Context: an optimization exercise on an open-source flow, tuned for small area, a short achievable clock period and few clock cycles per item. The choices shown serve that exercise and are no tape-out recipe.
Function not checked in this run: the RTL went through the layout flow alone.
Power figures rest on the tool's default switching activity, not on a simulated workload.

## flow/design.v

```verilog
module booth_multiplier(
    input         clk,
    input         reset_n,
    input         op_start,
    input         op_clear,
    input  [31:0] multiplier,
    input  [31:0] multiplicand,
    output        op_done,
    output [63:0] result
);
  reg       busy, done;
  reg [1:0] cnt;
  wire      idle = !busy && !done;
  wire      fin  = (cnt == 2'd0);             
  wire      last = busy && (cnt == 2'd3);   
  reg  [31:0] m_q;           
  reg  [31:0] lo_q;          
  reg  [31:0] s_q, c_q;      
  reg  [7:0]  rs_q, rc_q;    
  reg         cy_q;          
  reg  [3:0]  one_q, two_q, ng_q;   
  function [11:0] enc;
    input [7:0] b;
    input       bm;
    integer i;
    reg [8:0] x;
    begin
      x = {b, bm};
      for (i = 0; i < 4; i = i + 1) begin
        enc[i]         = x[2*i+1] ^ x[2*i];
        enc[4+i]     = (x[2*i+2] & ~x[2*i+1] & ~x[2*i]) | (~x[2*i+2] & x[2*i+1] & x[2*i]);
        enc[8+i]   = x[2*i+2];
      end
    end
  endfunction
  wire [11:0] enc_next = idle ? enc(multiplier[15:8], multiplier[7]) : enc(lo_q[15:8], lo_q[7]);
  wire [11:0] enc_in   = enc(multiplier[7:0], 1'b0);
  wire [3:0]  one_c = idle ? enc_in[3:0]       : one_q;
  wire [3:0]  two_c = idle ? enc_in[7:4]   : two_q;
  wire [3:0]  ng_c  = idle ? enc_in[11:8] : ng_q;
  wire [31:0]     m_c   = idle ? multiplicand : m_q;
  wire [31:0] s_g = s_q & {32{busy}};
  wire [31:0] c_g = c_q & {32{busy}};
  wire [32:0] mg0 = ({33{one_c[0]}} & {m_c[31], m_c}) | ({33{two_c[0]}} & {m_c, 1'b0});
  wire [32:0] pp0 = mg0 ^ {33{ng_c[0]}};
  wire [32:0] e0 = {~pp0[32], pp0[31:0]};
  wire [32:0] mg1 = ({33{one_c[1]}} & {m_c[31], m_c}) | ({33{two_c[1]}} & {m_c, 1'b0});
  wire [32:0] pp1 = mg1 ^ {33{ng_c[1]}};
  wire [32:0] e1 = {~pp1[32], pp1[31:0]};
  wire [32:0] mg2 = ({33{one_c[2]}} & {m_c[31], m_c}) | ({33{two_c[2]}} & {m_c, 1'b0});
  wire [32:0] pp2 = mg2 ^ {33{ng_c[2]}};
  wire [32:0] e2 = {~pp2[32], pp2[31:0]};
  wire [32:0] mg3 = ({33{one_c[3]}} & {m_c[31], m_c}) | ({33{two_c[3]}} & {m_c, 1'b0});
  wire [32:0] pp3 = mg3 ^ {33{ng_c[3]}};
  wire [32:0] e3 = {~pp3[32], pp3[31:0]};
  wire fs1;
  wire fc2;
  wire fs3;
  wire fc4;
  wire fs5;
  wire fc6;
  wire fs7;
  wire fc8;
  wire fs9;
  wire fc10;
  wire fs11;
  wire fc12;
  wire fs13;
  wire fc14;
  wire fs15;
  wire fc16;
  wire fs17;
  wire fc18;
  wire fs19;
  wire fc20;
  wire fs21;
  wire fc22;
  wire fs23;
  wire fc24;
  wire fs25;
  wire fc26;
  wire fs27;
  wire fc28;
  wire fs29;
  wire fc30;
  wire fs31;
  wire fc32;
  wire fs33;
  wire fc34;
  wire fs35;
  wire fc36;
  wire fs37;
  wire fc38;
  wire fs39;
  wire fc40;
  wire fs41;
  wire fc42;
  wire fs43;
  wire fc44;
  wire fs45;
  wire fc46;
  wire fs47;
  wire fc48;
  wire hs49;
  wire hc50;
  wire fs51;
  wire fc52;
  wire fs53;
  wire fc54;
  wire fs55;
  wire fc56;
  wire fs57;
  wire fc58;
  wire fs59;
  wire fc60;
  wire fs61;
  wire fc62;
  wire fs63;
  wire fc64;
  wire fs65;
  wire fc66;
  wire fs67;
  wire fc68;
  wire hs69;
  wire hc70;
  wire fs71;
  wire fc72;
  wire fs73;
  wire fc74;
  wire fs75;
  wire fc76;
  wire fs77;
  wire fc78;
  wire fs79;
  wire fc80;
  wire fs81;
  wire fc82;
  wire fs83;
  wire fc84;
  wire fs85;
  wire fc86;
  wire fs87;
  wire fc88;
  wire hs89;
  wire hc90;
  wire fs91;
  wire fc92;
  wire fs93;
  wire fc94;
  wire fs95;
  wire fc96;
  wire fs97;
  wire fc98;
  wire fs99;
  wire fc100;
  wire fs101;
  wire fc102;
  wire fs103;
  wire fc104;
  wire fs105;
  wire fc106;
  wire fs107;
  wire fc108;
  wire hs109;
  wire hc110;
  wire fs111;
  wire fc112;
  wire fs113;
  wire fc114;
  wire fs115;
  wire fc116;
  wire fs117;
  wire fc118;
  wire fs119;
  wire fc120;
  wire fs121;
  wire fc122;
  wire fs123;
  wire fc124;
  wire fs125;
  wire fc126;
  wire fs127;
  wire fc128;
  wire hs129;
  wire hc130;
  wire fs131;
  wire fc132;
  wire fs133;
  wire fc134;
  wire fs135;
  wire fc136;
  wire fs137;
  wire fc138;
  wire fs139;
  wire fc140;
  wire fs141;
  wire fc142;
  wire fs143;
  wire fc144;
  wire fs145;
  wire fc146;
  wire fs147;
  wire fc148;
  wire hs149;
  wire hc150;
  wire fs151;
  wire fc152;
  wire fs153;
  wire fc154;
  wire fs155;
  wire fc156;
  wire fs157;
  wire fc158;
  wire fs159;
  wire fc160;
  wire fs161;
  wire fc162;
  wire fs163;
  wire fc164;
  wire fs165;
  wire fc166;
  wire fs167;
  wire fc168;
  wire hs169;
  wire hc170;
  wire fs171;
  wire fc172;
  wire fs173;
  wire fc174;
  wire fs175;
  wire fc176;
  wire fs177;
  wire fc178;
  wire fs179;
  wire fc180;
  wire fs181;
  wire fc182;
  wire fs183;
  wire fc184;
  wire fs185;
  wire fc186;
  wire fs187;
  wire fc188;
  wire hs189;
  wire hc190;
  wire fs191;
  wire fc192;
  wire fs193;
  wire fc194;
  wire fs195;
  wire fc196;
  wire fs197;
  wire fc198;
  wire fs199;
  wire fc200;
  wire fs201;
  wire fc202;
  wire fs203;
  wire fc204;
  wire fs205;
  wire fc206;
  wire fs207;
  wire fc208;
  wire hs209;
  wire hc210;
  wire fs211;
  wire fc212;
  wire fs213;
  wire fc214;
  wire fs215;
  wire fc216;
  wire fs217;
  wire fc218;
  wire fs219;
  wire fc220;
  wire fs221;
  wire fc222;
  wire fs223;
  wire fc224;
  wire fs225;
  wire fc226;
  wire fs227;
  wire fc228;
  wire hs229;
  wire hc230;
  wire fs231;
  wire fc232;
  wire fs233;
  wire fc234;
  wire fs235;
  wire fc236;
  wire fs237;
  wire fc238;
  wire fs239;
  wire fc240;
  wire fs241;
  wire fc242;
  wire fs243;
  wire fc244;
  wire fs245;
  wire fc246;
  wire fs247;
  wire fc248;
  wire hs249;
  wire hc250;
  wire fs251;
  wire fc252;
  wire fs253;
  wire fc254;
  wire fs255;
  wire fc256;
  wire fs257;
  wire fc258;
  wire fs259;
  wire fc260;
  wire fs261;
  wire fc262;
  wire fs263;
  wire fc264;
  wire fs265;
  wire fc266;
  wire fs267;
  wire fc268;
  wire hs269;
  wire hc270;
  wire fs271;
  wire fc272;
  wire fs273;
  wire fc274;
  wire fs275;
  wire fc276;
  wire fs277;
  wire fc278;
  wire fs279;
  wire fc280;
  wire fs281;
  wire fc282;
  wire fs283;
  wire fc284;
  wire fs285;
  wire fc286;
  wire hs287;
  wire hc288;
  wire fs289;
  wire fc290;
  wire fs291;
  wire fc292;
  wire fs293;
  wire fc294;
  wire fs295;
  wire fc296;
  wire fs297;
  wire fc298;
  wire fs299;
  wire fc300;
  wire hs301;
  wire hc302;
  wire fs303;
  wire fc304;
  wire hs305;
  wire hc306;
  mul_fa u_fs1 (.a(c_g[0]), .b(ng_c[0]), .ci(s_g[0]), .s(fs1), .co(fc2));
  mul_fa u_fs3 (.a(c_g[1]), .b(s_g[1]), .ci(fc2), .s(fs3), .co(fc4));
  mul_fa u_fs5 (.a(c_g[2]), .b(ng_c[1]), .ci(s_g[2]), .s(fs5), .co(fc6));
  mul_fa u_fs7 (.a(fs5), .b(e0[2]), .ci(e1[0]), .s(fs7), .co(fc8));
  mul_fa u_fs9 (.a(c_g[3]), .b(s_g[3]), .ci(fc6), .s(fs9), .co(fc10));
  mul_fa u_fs11 (.a(e0[3]), .b(e1[1]), .ci(fs9), .s(fs11), .co(fc12));
  mul_fa u_fs13 (.a(c_g[4]), .b(ng_c[2]), .ci(s_g[4]), .s(fs13), .co(fc14));
  mul_fa u_fs15 (.a(fs13), .b(e0[4]), .ci(e1[2]), .s(fs15), .co(fc16));
  mul_fa u_fs17 (.a(e2[0]), .b(fc10), .ci(fs15), .s(fs17), .co(fc18));
  mul_fa u_fs19 (.a(c_g[5]), .b(s_g[5]), .ci(fc14), .s(fs19), .co(fc20));
  mul_fa u_fs21 (.a(e0[5]), .b(e1[3]), .ci(e2[1]), .s(fs21), .co(fc22));
  mul_fa u_fs23 (.a(fs19), .b(fc16), .ci(fs21), .s(fs23), .co(fc24));
  mul_fa u_fs25 (.a(c_g[6]), .b(ng_c[3]), .ci(s_g[6]), .s(fs25), .co(fc26));
  mul_fa u_fs27 (.a(fs25), .b(e0[6]), .ci(e1[4]), .s(fs27), .co(fc28));
  mul_fa u_fs29 (.a(e2[2]), .b(e3[0]), .ci(fc20), .s(fs29), .co(fc30));
  mul_fa u_fs31 (.a(fc22), .b(fs27), .ci(fs29), .s(fs31), .co(fc32));
  mul_fa u_fs33 (.a(c_g[7]), .b(s_g[7]), .ci(fc26), .s(fs33), .co(fc34));
  mul_fa u_fs35 (.a(e0[7]), .b(e1[5]), .ci(e2[3]), .s(fs35), .co(fc36));
  mul_fa u_fs37 (.a(e3[1]), .b(fs33), .ci(fc28), .s(fs37), .co(fc38));
  mul_fa u_fs39 (.a(fs35), .b(fc30), .ci(fs37), .s(fs39), .co(fc40));
  mul_fa u_fs41 (.a(c_g[8]), .b(s_g[8]), .ci(last), .s(fs41), .co(fc42));
  mul_fa u_fs43 (.a(e0[8]), .b(e1[6]), .ci(e2[4]), .s(fs43), .co(fc44));
  mul_fa u_fs45 (.a(e3[2]), .b(fs41), .ci(fc34), .s(fs45), .co(fc46));
  mul_fa u_fs47 (.a(fc36), .b(fs43), .ci(fs45), .s(fs47), .co(fc48));
  mul_ha u_hs49 (.a(fc38), .b(fs47), .s(hs49), .c(hc50));
  mul_fa u_fs51 (.a(c_g[9]), .b(s_g[9]), .ci(last), .s(fs51), .co(fc52));
  mul_fa u_fs53 (.a(e0[9]), .b(e1[7]), .ci(e2[5]), .s(fs53), .co(fc54));
  mul_fa u_fs55 (.a(e3[3]), .b(fc42), .ci(fs51), .s(fs55), .co(fc56));
  mul_fa u_fs57 (.a(fc44), .b(fs53), .ci(fs55), .s(fs57), .co(fc58));
  mul_fa u_fs59 (.a(fc46), .b(fs57), .ci(fc48), .s(fs59), .co(fc60));
  mul_fa u_fs61 (.a(c_g[10]), .b(s_g[10]), .ci(e0[10]), .s(fs61), .co(fc62));
  mul_fa u_fs63 (.a(e1[8]), .b(e2[6]), .ci(e3[4]), .s(fs63), .co(fc64));
  mul_fa u_fs65 (.a(fc52), .b(fc54), .ci(fs61), .s(fs65), .co(fc66));
  mul_fa u_fs67 (.a(fs63), .b(fc56), .ci(fs65), .s(fs67), .co(fc68));
  mul_ha u_hs69 (.a(fc58), .b(fs67), .s(hs69), .c(hc70));
  mul_fa u_fs71 (.a(c_g[11]), .b(s_g[11]), .ci(last), .s(fs71), .co(fc72));
  mul_fa u_fs73 (.a(e0[11]), .b(e1[9]), .ci(e2[7]), .s(fs73), .co(fc74));
  mul_fa u_fs75 (.a(e3[5]), .b(fs71), .ci(fc62), .s(fs75), .co(fc76));
  mul_fa u_fs77 (.a(fc64), .b(fs73), .ci(fs75), .s(fs77), .co(fc78));
  mul_fa u_fs79 (.a(fc66), .b(fc68), .ci(fs77), .s(fs79), .co(fc80));
  mul_fa u_fs81 (.a(c_g[12]), .b(s_g[12]), .ci(e0[12]), .s(fs81), .co(fc82));
  mul_fa u_fs83 (.a(e1[10]), .b(e2[8]), .ci(e3[6]), .s(fs83), .co(fc84));
  mul_fa u_fs85 (.a(fc72), .b(fc74), .ci(fs81), .s(fs85), .co(fc86));
  mul_fa u_fs87 (.a(fs83), .b(fc76), .ci(fs85), .s(fs87), .co(fc88));
  mul_ha u_hs89 (.a(fc78), .b(fs87), .s(hs89), .c(hc90));
  mul_fa u_fs91 (.a(c_g[13]), .b(s_g[13]), .ci(last), .s(fs91), .co(fc92));
  mul_fa u_fs93 (.a(e0[13]), .b(e1[11]), .ci(e2[9]), .s(fs93), .co(fc94));
  mul_fa u_fs95 (.a(e3[7]), .b(fs91), .ci(fc82), .s(fs95), .co(fc96));
  mul_fa u_fs97 (.a(fc84), .b(fs93), .ci(fs95), .s(fs97), .co(fc98));
  mul_fa u_fs99 (.a(fc86), .b(fc88), .ci(fs97), .s(fs99), .co(fc100));
  mul_fa u_fs101 (.a(c_g[14]), .b(s_g[14]), .ci(e0[14]), .s(fs101), .co(fc102));
  mul_fa u_fs103 (.a(e1[12]), .b(e2[10]), .ci(e3[8]), .s(fs103), .co(fc104));
  mul_fa u_fs105 (.a(fc92), .b(fc94), .ci(fs101), .s(fs105), .co(fc106));
  mul_fa u_fs107 (.a(fs103), .b(fc96), .ci(fs105), .s(fs107), .co(fc108));
  mul_ha u_hs109 (.a(fc98), .b(fs107), .s(hs109), .c(hc110));
  mul_fa u_fs111 (.a(c_g[15]), .b(s_g[15]), .ci(last), .s(fs111), .co(fc112));
  mul_fa u_fs113 (.a(e0[15]), .b(e1[13]), .ci(e2[11]), .s(fs113), .co(fc114));
  mul_fa u_fs115 (.a(e3[9]), .b(fs111), .ci(fc102), .s(fs115), .co(fc116));
  mul_fa u_fs117 (.a(fc104), .b(fs113), .ci(fs115), .s(fs117), .co(fc118));
  mul_fa u_fs119 (.a(fc106), .b(fc108), .ci(fs117), .s(fs119), .co(fc120));
  mul_fa u_fs121 (.a(c_g[16]), .b(s_g[16]), .ci(e0[16]), .s(fs121), .co(fc122));
  mul_fa u_fs123 (.a(e1[14]), .b(e2[12]), .ci(e3[10]), .s(fs123), .co(fc124));
  mul_fa u_fs125 (.a(fc112), .b(fc114), .ci(fs121), .s(fs125), .co(fc126));
  mul_fa u_fs127 (.a(fs123), .b(fc116), .ci(fs125), .s(fs127), .co(fc128));
  mul_ha u_hs129 (.a(fc118), .b(fs127), .s(hs129), .c(hc130));
  mul_fa u_fs131 (.a(c_g[17]), .b(s_g[17]), .ci(last), .s(fs131), .co(fc132));
  mul_fa u_fs133 (.a(e0[17]), .b(e1[15]), .ci(e2[13]), .s(fs133), .co(fc134));
  mul_fa u_fs135 (.a(e3[11]), .b(fs131), .ci(fc122), .s(fs135), .co(fc136));
  mul_fa u_fs137 (.a(fc124), .b(fs133), .ci(fs135), .s(fs137), .co(fc138));
  mul_fa u_fs139 (.a(fc126), .b(fc128), .ci(fs137), .s(fs139), .co(fc140));
  mul_fa u_fs141 (.a(c_g[18]), .b(s_g[18]), .ci(e0[18]), .s(fs141), .co(fc142));
  mul_fa u_fs143 (.a(e1[16]), .b(e2[14]), .ci(e3[12]), .s(fs143), .co(fc144));
  mul_fa u_fs145 (.a(fc132), .b(fc134), .ci(fs141), .s(fs145), .co(fc146));
  mul_fa u_fs147 (.a(fs143), .b(fc136), .ci(fs145), .s(fs147), .co(fc148));
  mul_ha u_hs149 (.a(fc138), .b(fs147), .s(hs149), .c(hc150));
  mul_fa u_fs151 (.a(c_g[19]), .b(s_g[19]), .ci(last), .s(fs151), .co(fc152));
  mul_fa u_fs153 (.a(e0[19]), .b(e1[17]), .ci(e2[15]), .s(fs153), .co(fc154));
  mul_fa u_fs155 (.a(e3[13]), .b(fs151), .ci(fc142), .s(fs155), .co(fc156));
  mul_fa u_fs157 (.a(fc144), .b(fs153), .ci(fs155), .s(fs157), .co(fc158));
  mul_fa u_fs159 (.a(fc146), .b(fc148), .ci(fs157), .s(fs159), .co(fc160));
  mul_fa u_fs161 (.a(c_g[20]), .b(s_g[20]), .ci(e0[20]), .s(fs161), .co(fc162));
  mul_fa u_fs163 (.a(e1[18]), .b(e2[16]), .ci(e3[14]), .s(fs163), .co(fc164));
  mul_fa u_fs165 (.a(fc152), .b(fc154), .ci(fs161), .s(fs165), .co(fc166));
  mul_fa u_fs167 (.a(fs163), .b(fc156), .ci(fs165), .s(fs167), .co(fc168));
  mul_ha u_hs169 (.a(fc158), .b(fs167), .s(hs169), .c(hc170));
  mul_fa u_fs171 (.a(c_g[21]), .b(s_g[21]), .ci(last), .s(fs171), .co(fc172));
  mul_fa u_fs173 (.a(e0[21]), .b(e1[19]), .ci(e2[17]), .s(fs173), .co(fc174));
  mul_fa u_fs175 (.a(e3[15]), .b(fs171), .ci(fc162), .s(fs175), .co(fc176));
  mul_fa u_fs177 (.a(fc164), .b(fs173), .ci(fs175), .s(fs177), .co(fc178));
  mul_fa u_fs179 (.a(fc166), .b(fc168), .ci(fs177), .s(fs179), .co(fc180));
  mul_fa u_fs181 (.a(c_g[22]), .b(s_g[22]), .ci(e0[22]), .s(fs181), .co(fc182));
  mul_fa u_fs183 (.a(e1[20]), .b(e2[18]), .ci(e3[16]), .s(fs183), .co(fc184));
  mul_fa u_fs185 (.a(fc172), .b(fc174), .ci(fs181), .s(fs185), .co(fc186));
  mul_fa u_fs187 (.a(fs183), .b(fc176), .ci(fs185), .s(fs187), .co(fc188));
  mul_ha u_hs189 (.a(fc178), .b(fs187), .s(hs189), .c(hc190));
  mul_fa u_fs191 (.a(c_g[23]), .b(s_g[23]), .ci(last), .s(fs191), .co(fc192));
  mul_fa u_fs193 (.a(e0[23]), .b(e1[21]), .ci(e2[19]), .s(fs193), .co(fc194));
  mul_fa u_fs195 (.a(e3[17]), .b(fs191), .ci(fc182), .s(fs195), .co(fc196));
  mul_fa u_fs197 (.a(fc184), .b(fs193), .ci(fs195), .s(fs197), .co(fc198));
  mul_fa u_fs199 (.a(fc186), .b(fc188), .ci(fs197), .s(fs199), .co(fc200));
  mul_fa u_fs201 (.a(c_g[24]), .b(s_g[24]), .ci(e0[24]), .s(fs201), .co(fc202));
  mul_fa u_fs203 (.a(e1[22]), .b(e2[20]), .ci(e3[18]), .s(fs203), .co(fc204));
  mul_fa u_fs205 (.a(fc192), .b(fc194), .ci(fs201), .s(fs205), .co(fc206));
  mul_fa u_fs207 (.a(fs203), .b(fc196), .ci(fs205), .s(fs207), .co(fc208));
  mul_ha u_hs209 (.a(fc198), .b(fs207), .s(hs209), .c(hc210));
  mul_fa u_fs211 (.a(c_g[25]), .b(s_g[25]), .ci(last), .s(fs211), .co(fc212));
  mul_fa u_fs213 (.a(e0[25]), .b(e1[23]), .ci(e2[21]), .s(fs213), .co(fc214));
  mul_fa u_fs215 (.a(e3[19]), .b(fs211), .ci(fc202), .s(fs215), .co(fc216));
  mul_fa u_fs217 (.a(fc204), .b(fs213), .ci(fs215), .s(fs217), .co(fc218));
  mul_fa u_fs219 (.a(fc206), .b(fc208), .ci(fs217), .s(fs219), .co(fc220));
  mul_fa u_fs221 (.a(c_g[26]), .b(s_g[26]), .ci(e0[26]), .s(fs221), .co(fc222));
  mul_fa u_fs223 (.a(e1[24]), .b(e2[22]), .ci(e3[20]), .s(fs223), .co(fc224));
  mul_fa u_fs225 (.a(fc212), .b(fc214), .ci(fs221), .s(fs225), .co(fc226));
  mul_fa u_fs227 (.a(fs223), .b(fc216), .ci(fs225), .s(fs227), .co(fc228));
  mul_ha u_hs229 (.a(fc218), .b(fs227), .s(hs229), .c(hc230));
  mul_fa u_fs231 (.a(c_g[27]), .b(s_g[27]), .ci(last), .s(fs231), .co(fc232));
  mul_fa u_fs233 (.a(e0[27]), .b(e1[25]), .ci(e2[23]), .s(fs233), .co(fc234));
  mul_fa u_fs235 (.a(e3[21]), .b(fs231), .ci(fc222), .s(fs235), .co(fc236));
  mul_fa u_fs237 (.a(fc224), .b(fs233), .ci(fs235), .s(fs237), .co(fc238));
  mul_fa u_fs239 (.a(fc226), .b(fc228), .ci(fs237), .s(fs239), .co(fc240));
  mul_fa u_fs241 (.a(c_g[28]), .b(s_g[28]), .ci(e0[28]), .s(fs241), .co(fc242));
  mul_fa u_fs243 (.a(e1[26]), .b(e2[24]), .ci(e3[22]), .s(fs243), .co(fc244));
  mul_fa u_fs245 (.a(fc232), .b(fc234), .ci(fs241), .s(fs245), .co(fc246));
  mul_fa u_fs247 (.a(fs243), .b(fc236), .ci(fs245), .s(fs247), .co(fc248));
  mul_ha u_hs249 (.a(fc238), .b(fs247), .s(hs249), .c(hc250));
  mul_fa u_fs251 (.a(c_g[29]), .b(s_g[29]), .ci(last), .s(fs251), .co(fc252));
  mul_fa u_fs253 (.a(e0[29]), .b(e1[27]), .ci(e2[25]), .s(fs253), .co(fc254));
  mul_fa u_fs255 (.a(e3[23]), .b(fs251), .ci(fc242), .s(fs255), .co(fc256));
  mul_fa u_fs257 (.a(fc244), .b(fs253), .ci(fs255), .s(fs257), .co(fc258));
  mul_fa u_fs259 (.a(fc246), .b(fc248), .ci(fs257), .s(fs259), .co(fc260));
  mul_fa u_fs261 (.a(c_g[30]), .b(s_g[30]), .ci(e0[30]), .s(fs261), .co(fc262));
  mul_fa u_fs263 (.a(e1[28]), .b(e2[26]), .ci(e3[24]), .s(fs263), .co(fc264));
  mul_fa u_fs265 (.a(fc252), .b(fc254), .ci(fs261), .s(fs265), .co(fc266));
  mul_fa u_fs267 (.a(fs263), .b(fc256), .ci(fs265), .s(fs267), .co(fc268));
  mul_ha u_hs269 (.a(fc258), .b(fs267), .s(hs269), .c(hc270));
  mul_fa u_fs271 (.a(c_g[31]), .b(s_g[31]), .ci(last), .s(fs271), .co(fc272));
  mul_fa u_fs273 (.a(e0[31]), .b(e1[29]), .ci(e2[27]), .s(fs273), .co(fc274));
  mul_fa u_fs275 (.a(e3[25]), .b(fs271), .ci(fc262), .s(fs275), .co(fc276));
  mul_fa u_fs277 (.a(fc264), .b(fs273), .ci(fs275), .s(fs277), .co(fc278));
  mul_fa u_fs279 (.a(fc266), .b(fc268), .ci(fs277), .s(fs279), .co(fc280));
  mul_fa u_fs281 (.a(e0[32]), .b(e1[30]), .ci(e2[28]), .s(fs281), .co(fc282));
  mul_fa u_fs283 (.a(e3[26]), .b(fc272), .ci(fc274), .s(fs283), .co(fc284));
  mul_fa u_fs285 (.a(fs281), .b(fc276), .ci(fs283), .s(fs285), .co(fc286));
  mul_ha u_hs287 (.a(fc278), .b(fs285), .s(hs287), .c(hc288));
  mul_fa u_fs289 (.a(last), .b(e1[31]), .ci(e2[29]), .s(fs289), .co(fc290));
  mul_fa u_fs291 (.a(e3[27]), .b(fc282), .ci(fs289), .s(fs291), .co(fc292));
  mul_fa u_fs293 (.a(fc284), .b(fs291), .ci(fc286), .s(fs293), .co(fc294));
  mul_fa u_fs295 (.a(e1[32]), .b(e2[30]), .ci(e3[28]), .s(fs295), .co(fc296));
  mul_fa u_fs297 (.a(fc290), .b(fs295), .ci(fc292), .s(fs297), .co(fc298));
  mul_fa u_fs299 (.a(last), .b(e2[31]), .ci(e3[29]), .s(fs299), .co(fc300));
  mul_ha u_hs301 (.a(fc296), .b(fs299), .s(hs301), .c(hc302));
  mul_fa u_fs303 (.a(e2[32]), .b(e3[30]), .ci(fc300), .s(fs303), .co(fc304));
  mul_ha u_hs305 (.a(last), .b(e3[31]), .s(hs305), .c(hc306));
  wire [39:0] sn = {last, e3[32], fc304, hc302, fc298, fc294, hc288, fc280, hc270, fc260, hc250, fc240, hc230, fc220, hc210, fc200, hc190, fc180, hc170, fc160, hc150, fc140, hc130, fc120, hc110, fc100, hc90, fc80, hc70, fc60, hc50, fc40, fc32, fc24, fc18, fc12, fc8, fc4, e0[1], e0[0]};
  wire [39:0] cn = {1'b0, hc306, hs305, fs303, hs301, fs297, fs293, hs287, fs279, hs269, fs259, hs249, fs239, hs229, fs219, hs209, fs199, hs189, fs179, hs169, fs159, hs149, fs139, hs129, fs119, hs109, fs99, hs89, fs79, hs69, fs59, hs49, fs39, fs31, fs23, fs17, fs11, fs7, fs3, fs1};
  wire [8:0] lw_sum;
  mul_add8 u_lw (.a(rs_q), .b(rc_q), .ci(cy_q), .s(lw_sum));
  wire [31:0] hp, hg, hpp;
  mul_pg32 u_hf (.a(s_q[31:0]), .b(c_q[31:0]), .p(hp), .g(hg), .pp(hpp));
  wire [31:0] hc = hg | (hpp & {32{lw_sum[8]}});
  wire [31:0] hi = hp ^ {hc[30:0], lw_sum[8]};
  assign op_done = done;
  assign result  = {s_q[31:0], lo_q};
  always @(posedge clk or negedge reset_n) begin
    if (!reset_n) begin
      busy <= 1'b0;
      done <= 1'b0;
    end else if (op_clear) begin
      busy <= 1'b0;
      done <= 1'b0;
    end else if (idle) begin
      busy <= op_start;
    end else if (busy && fin) begin
      busy <= 1'b0;
      done <= 1'b1;
    end
  end
  always @(posedge clk) begin
    cnt <= busy ? cnt + 2'd1 : 2'd1;
    if (idle)
      m_q <= multiplicand;
    if (idle)
      lo_q <= {lw_sum[7:0], multiplier[31:8]};
    else if (busy)
      lo_q <= {lw_sum[7:0], lo_q[31:8]};
    if (!done)
      s_q <= (busy && fin) ? hi : sn[39:8];
    c_q  <= cn[39:8];
    rs_q <= sn[7:0];
    rc_q <= cn[7:0];
    cy_q <= busy & lw_sum[8];
    {ng_q, two_q, one_q} <= enc_next;
  end
endmodule
module mul_fa(input a, input b, input ci, output s, output co);
  assign s  = a ^ b ^ ci;
  assign co = (a & b) | (ci & (a ^ b));
endmodule
module mul_ha(input a, input b, output s, output c);
  assign s = a ^ b;
  assign c = a & b;
endmodule
module mul_add8(input [7:0] a, input [7:0] b, input ci, output [8:0] s);
  wire [7:0] p = a ^ b;
  wire [7:0] g = a & b;
  wire gg1 = g[1] | (p[1] & g[0]);
  wire pq2 = p[1] & p[0];
  wire gg3 = g[3] | (p[3] & g[2]);
  wire pq4 = p[3] & p[2];
  wire gg5 = g[5] | (p[5] & g[4]);
  wire pq6 = p[5] & p[4];
  wire gg7 = g[7] | (p[7] & g[6]);
  wire pq8 = p[7] & p[6];
  wire gg9 = gg3 | (pq4 & gg1);
  wire pq10 = pq4 & pq2;
  wire gg11 = gg7 | (pq8 & gg5);
  wire pq12 = pq8 & pq6;
  wire gg13 = gg11 | (pq12 & gg9);
  wire pq14 = pq12 & pq10;
  wire gg15 = gg5 | (pq6 & gg9);
  wire pq16 = pq6 & pq10;
  wire gg17 = g[2] | (p[2] & gg1);
  wire pq18 = p[2] & pq2;
  wire gg19 = g[4] | (p[4] & gg9);
  wire pq20 = p[4] & pq10;
  wire gg21 = g[6] | (p[6] & gg15);
  wire pq22 = p[6] & pq16;
  wire c0 = g[0] | (p[0] & ci);
  wire c1 = gg1 | (pq2 & ci);
  wire c2 = gg17 | (pq18 & ci);
  wire c3 = gg9 | (pq10 & ci);
  wire c4 = gg19 | (pq20 & ci);
  wire c5 = gg15 | (pq16 & ci);
  wire c6 = gg21 | (pq22 & ci);
  wire c7 = gg13 | (pq14 & ci);
  assign s = {c7, p ^ {c6, c5, c4, c3, c2, c1, c0, ci}};
endmodule
module mul_pg32(input [31:0] a, input [31:0] b, output [31:0] p, output [31:0] g, output [31:0] pp);
  wire [31:0] gb = a & b;
  assign p = a ^ b;
  wire gg1 = gb[1] | (p[1] & gb[0]);
  wire pq2 = p[1] & p[0];
  wire gg3 = gb[3] | (p[3] & gb[2]);
  wire pq4 = p[3] & p[2];
  wire gg5 = gb[5] | (p[5] & gb[4]);
  wire pq6 = p[5] & p[4];
  wire gg7 = gb[7] | (p[7] & gb[6]);
  wire pq8 = p[7] & p[6];
  wire gg9 = gb[9] | (p[9] & gb[8]);
  wire pq10 = p[9] & p[8];
  wire gg11 = gb[11] | (p[11] & gb[10]);
  wire pq12 = p[11] & p[10];
  wire gg13 = gb[13] | (p[13] & gb[12]);
  wire pq14 = p[13] & p[12];
  wire gg15 = gb[15] | (p[15] & gb[14]);
  wire pq16 = p[15] & p[14];
  wire gg17 = gb[17] | (p[17] & gb[16]);
  wire pq18 = p[17] & p[16];
  wire gg19 = gb[19] | (p[19] & gb[18]);
  wire pq20 = p[19] & p[18];
  wire gg21 = gb[21] | (p[21] & gb[20]);
  wire pq22 = p[21] & p[20];
  wire gg23 = gb[23] | (p[23] & gb[22]);
  wire pq24 = p[23] & p[22];
  wire gg25 = gb[25] | (p[25] & gb[24]);
  wire pq26 = p[25] & p[24];
  wire gg27 = gb[27] | (p[27] & gb[26]);
  wire pq28 = p[27] & p[26];
  wire gg29 = gb[29] | (p[29] & gb[28]);
  wire pq30 = p[29] & p[28];
  wire gg31 = gb[31] | (p[31] & gb[30]);
  wire pq32 = p[31] & p[30];
  wire gg33 = gg3 | (pq4 & gg1);
  wire pq34 = pq4 & pq2;
  wire gg35 = gg7 | (pq8 & gg5);
  wire pq36 = pq8 & pq6;
  wire gg37 = gg11 | (pq12 & gg9);
  wire pq38 = pq12 & pq10;
  wire gg39 = gg15 | (pq16 & gg13);
  wire pq40 = pq16 & pq14;
  wire gg41 = gg19 | (pq20 & gg17);
  wire pq42 = pq20 & pq18;
  wire gg43 = gg23 | (pq24 & gg21);
  wire pq44 = pq24 & pq22;
  wire gg45 = gg27 | (pq28 & gg25);
  wire pq46 = pq28 & pq26;
  wire gg47 = gg31 | (pq32 & gg29);
  wire pq48 = pq32 & pq30;
  wire gg49 = gg35 | (pq36 & gg33);
  wire pq50 = pq36 & pq34;
  wire gg51 = gg39 | (pq40 & gg37);
  wire pq52 = pq40 & pq38;
  wire gg53 = gg43 | (pq44 & gg41);
  wire pq54 = pq44 & pq42;
  wire gg55 = gg47 | (pq48 & gg45);
  wire pq56 = pq48 & pq46;
  wire gg57 = gg51 | (pq52 & gg49);
  wire pq58 = pq52 & pq50;
  wire gg59 = gg55 | (pq56 & gg53);
  wire pq60 = pq56 & pq54;
  wire gg61 = gg59 | (pq60 & gg57);
  wire pq62 = pq60 & pq58;
  wire gg63 = gg53 | (pq54 & gg57);
  wire pq64 = pq54 & pq58;
  wire gg65 = gg37 | (pq38 & gg49);
  wire pq66 = pq38 & pq50;
  wire gg67 = gg41 | (pq42 & gg57);
  wire pq68 = pq42 & pq58;
  wire gg69 = gg45 | (pq46 & gg63);
  wire pq70 = pq46 & pq64;
  wire gg71 = gg5 | (pq6 & gg33);
  wire pq72 = pq6 & pq34;
  wire gg73 = gg9 | (pq10 & gg49);
  wire pq74 = pq10 & pq50;
  wire gg75 = gg13 | (pq14 & gg65);
  wire pq76 = pq14 & pq66;
  wire gg77 = gg17 | (pq18 & gg57);
  wire pq78 = pq18 & pq58;
  wire gg79 = gg21 | (pq22 & gg67);
  wire pq80 = pq22 & pq68;
  wire gg81 = gg25 | (pq26 & gg63);
  wire pq82 = pq26 & pq64;
  wire gg83 = gg29 | (pq30 & gg69);
  wire pq84 = pq30 & pq70;
  wire gg85 = gb[2] | (p[2] & gg1);
  wire pq86 = p[2] & pq2;
  wire gg87 = gb[4] | (p[4] & gg33);
  wire pq88 = p[4] & pq34;
  wire gg89 = gb[6] | (p[6] & gg71);
  wire pq90 = p[6] & pq72;
  wire gg91 = gb[8] | (p[8] & gg49);
  wire pq92 = p[8] & pq50;
  wire gg93 = gb[10] | (p[10] & gg73);
  wire pq94 = p[10] & pq74;
  wire gg95 = gb[12] | (p[12] & gg65);
  wire pq96 = p[12] & pq66;
  wire gg97 = gb[14] | (p[14] & gg75);
  wire pq98 = p[14] & pq76;
  wire gg99 = gb[16] | (p[16] & gg57);
  wire pq100 = p[16] & pq58;
  wire gg101 = gb[18] | (p[18] & gg77);
  wire pq102 = p[18] & pq78;
  wire gg103 = gb[20] | (p[20] & gg67);
  wire pq104 = p[20] & pq68;
  wire gg105 = gb[22] | (p[22] & gg79);
  wire pq106 = p[22] & pq80;
  wire gg107 = gb[24] | (p[24] & gg63);
  wire pq108 = p[24] & pq64;
  wire gg109 = gb[26] | (p[26] & gg81);
  wire pq110 = p[26] & pq82;
  wire gg111 = gb[28] | (p[28] & gg69);
  wire pq112 = p[28] & pq70;
  wire gg113 = gb[30] | (p[30] & gg83);
  wire pq114 = p[30] & pq84;
  assign g = {gg61, gg113, gg83, gg111, gg69, gg109, gg81, gg107, gg63, gg105, gg79, gg103, gg67, gg101, gg77, gg99, gg57, gg97, gg75, gg95, gg65, gg93, gg73, gg91, gg49, gg89, gg71, gg87, gg33, gg85, gg1, gb[0]};
  assign pp = {pq62, pq114, pq84, pq112, pq70, pq110, pq82, pq108, pq64, pq106, pq80, pq104, pq68, pq102, pq78, pq100, pq58, pq98, pq76, pq96, pq66, pq94, pq74, pq92, pq50, pq90, pq72, pq88, pq34, pq86, pq2, p[0]};
endmodule
```

## flow/constraint.sdc

```tcl
create_clock -name core_clock -period 5.0 [get_ports {clk}]
set_input_delay 1.0000 -clock core_clock [delete_from_list [all_inputs] [get_ports {clk}]]
set_output_delay 1.0000 -clock core_clock [all_outputs]
set_load 0.01 [all_outputs]
```

## flow/flow/run.sh

```bash
#!/bin/bash
# Standard layout, except: plain buf_1 cells as the port buffers, and a
# clock tree of clkbuf_4 cells without dummy loads.
export BUFFER_PORTS_ARGS="-buffer_cell sky130_fd_sc_hd__buf_1"
export CTS_ARGS="-sink_clustering_enable -repair_clock_nets -dont_use_dummy_load -root_buf sky130_fd_sc_hd__clkbuf_16 -buf_list \"sky130_fd_sc_hd__clkbuf_4 sky130_fd_sc_hd__clkbuf_8\""
bash standard.sh > standard.log 2>&1
```

## flow/config.mk

```make
export PLATFORM = sky130hd
export DESIGN_NAME = booth_multiplier
export DESIGN_NICKNAME = booth_multiplier
export VERILOG_FILES = /design/flow/design.v
export SDC_FILE = /design/flow/constraint.sdc
export NUM_CORES = 4
export LEC_CHECK = 0
export CAP_MARGIN = 20
export CORE_MARGIN = 2
export CORE_UTILIZATION = 40
export PLACE_DENSITY = 0.6
export SLEW_MARGIN = 20
export SYNTH_HIERARCHICAL = 1
export SYNTH_MINIMUM_KEEP_SIZE = 0
```

## flow/standard.sh

```bash
#!/bin/bash
# synth_recipe.tcl (not shown) runs the flow's synth.tcl, then flattens the netlist and writes it again
# the make line also repeats each setting of config.mk as NAME=value (left out here)
make -C /OpenROAD-flow-scripts/flow DESIGN_CONFIG=/design/flow/config.mk WORK_HOME=/design/flow/orfs CLKGATE_MAP_FILE= SYNTH_SCRIPT=/design/flow/synth_recipe.tcl "${@:-finish}"
```

==> flow_metrics.tcl <==
set metrics [dict create \
    cts_buffers 17 \
    drive_gt1_share_pct 8.17 \
    num_antenna_cells 0 \
    hold_violations 0 \
    clk_latency_ns 0.40 \
    vias 9745 \
    setup_viol 0 \
    min_period_ns 4.43 \
    cts_hold_buffers 0 \
    root_buffer "clkbuf_16" \
    drt-pass1-iter-count 6 \
    maxSlewViolCount 0 \
    max_freq_mhz 226 \
    reg2reg_slack_ns 0.57 \
    final_cell_mix "144 x xnor2_1, 139 x fa_1, 132 x buf_1" \
    dieWidth_um 191 \
    min_period_over_period_pct 88.6 \
    yosysWarnings 7 \
    nNetsFinal 1649 \
    max-vdd-ir-drop_mv 0.247 \
    vias_per_cell 5.30 \
    grt_pass1_wl_mm 56.3 \
    antenna_found_initial 0 \
    clockBufferDepth 2 \
    tritoncts "built" \
    cp_max_fo 25 \
    syn_avg_cell_area_um2 10.5 \
    outcome "complete, no violations" \
    r2r_start "busy" \
    path_class "flop to flop" \
    route.detailed.drc 0 \
    coreArea_um2 34500 \
    cts.repair.resized 0 \
    max_slew.worst_pin.slew_ns 0.735 \
    rsz0062_at_grt "false" \
    area_delta_synth_final_pct 5.41 \
    cp.arrival_ns 4.52 \
    synthCells 1332 \
    port_buffers 132 \
    power_density_nw_per_um2 700 \
    syn_area_um2 14000 \
    rows 68 \
    wirelength_mm 35.8 \
    initial_core_util_pct 40.6 \
    crit_path_end_kind "flop" \
    hp-class "primary input to async pin" \
    reg2reg_depth 11 \
    grt_max_degree 78 \
    first_global_vias 10100 \
    final_common_cell "xnor2_1" \
    cp.required_ns 5.09 \
    worst_clock_skew_ns 0.0317 \
    drtIter0Drc 714 \
    fin_tns_setup_ns 0 \
    cp-start-kind "flop" \
    htreeDepth 4 \
    nFillCells 3321 \
    dieArea_um2 36500 \
    max_slew_margin_pct 51.0 \
    drtAntennaViolNets 0 \
    clock_sinks 160 \
    leakage_nw 5.86 \
    gp_congestion 0.824 \
    multiInputGateArea_um2 9090 \
    wl_per_cell_um 19.5 \
    cts_setup_buffers 0 \
    pin_count 133 \
    grt_overflow 0 \
    fin_util_pct 42.8 \
    final-seq-area_um2 3850 \
    clk_pin_slew_ns 0.08 \
    track_usage_pct 20.2 \
    rr_endpoint "s_q[4]" \
    drv_cap 0 \
    dp_hpwl_mm 26.9 \
    die_h_um 191 \
]
==> critical path, cell delays in order (launching register included) <==
cell     delay [ns]
dfrtp_2        0.40
or2_4          0.56
buf_4          0.42
mux2i_2        0.53
o22ai_1        0.19
xnor2_1        0.17
fa_1           0.40
fa_1           0.48
fa_1           0.40
fa_1           0.40
nand2_1        0.07
o21ai_0        0.08
==> cell type report <==
| cell class | count | share of cell area (%) |
|---|---|---|
| Tap cell | 455 | 3.86 |
| Inverter | 52 | 1.32 |
| Clock buffer | 17 | 1.66 |
| Multi-Input combinational cell | 989 | 61.6 |
| Timing Repair Buffer | 165 | 5.38 |
| Sequential cell | 160 | 26.1 |
==> through the flow <==
stage               instance area [um^2]  std cells  setup slack (ns)  hold slack [ns]  total power [W]
finish                             14800       1838             0.571            0.371           0.0103
global route                       14800       1838             0.351            0.360           0.0114
CTS                                14700       1838             0.562            0.349           0.0104
detailed placement                 14500       1821             0.478            0.396          0.00957
global placement                   14500       1821             0.571            0.394          0.00946
floorplan                          14000       1333             0.813            0.384          0.00780
==> worst max-delay path by stage <==
stage | from | to
floorplan | multiplier[5] | s_q[24]
global placement | multiplier[1] | s_q[20]
detailed placement | multiplier[3] | s_q[20]
CTS | busy | s_q[4]
global route | busy | s_q[4]
finish | busy | s_q[4]
==> layer usage <==
layer  global-route usage [%]  part of all wire, %  vias to the layer above
met1                     27.5                   45                     4855
met2                     33.2                   48                      273
met3                     3.29                  5.0                       35
met4                     5.30                  1.3                        0
li1                         -                    -                     4582
met5                        0                    0                        -
==> state kept, by name (all words and copies together), names as in the netlist <==
signal / count
busy: 1
c_q: 31
cnt: 2
cy_q: 1
done: 1
lo_q: 32
m_q: 32
ng_q: 4
one_q: 4
rc_q: 8
rs_q: 8
s_q: 32
two_q: 4
==> where the power goes <==
| group | internal, W | total [W] | switching [W] | leakage, nW |
|---|---|---|---|---|
| registers | 0.00210 | 0.00245 | 0.000348 | 1.52 |
| clock network | 0.000321 | 0.000757 | 0.000436 | 0.127 |
| logic | 0.00311 | 0.00712 | 0.00401 | 4.21 |

[static timing again, ports no longer ideal]
The results above use ideal ports. As a check the final layout listed here was re-extracted and re-timed, cells and wires unchanged. Step 1 (the two cells are an assumption about what drives the block):
set clk [get_ports {clk}]
set_driving_cell -lib_cell sky130_fd_sc_hd__clkbuf_16 $clk
set_driving_cell -lib_cell sky130_fd_sc_hd__buf_2 [delete_from_list [all_inputs] $clk]
Step 2 also shifts input and output timing later by t, the mid clock arrival at the registers, as if the neighbouring blocks saw the same clock. Slacks: ideal / step 1 / step 2; pairs: ideal / step 1.
t, ns: 0.433
setup slack, ns: 0.571 / 0.571 / 0.473
worst hold slack (ns): 0.371 / 0.342 / 0.412
worst setup path at the end: input to register
worst register clock-pin slew, ns: 0.09 / 0.09
After both steps setup and hold are still met in this run. The setup slack of this run moves by 0.000 ns with the drivers and by -0.098 ns with both steps.
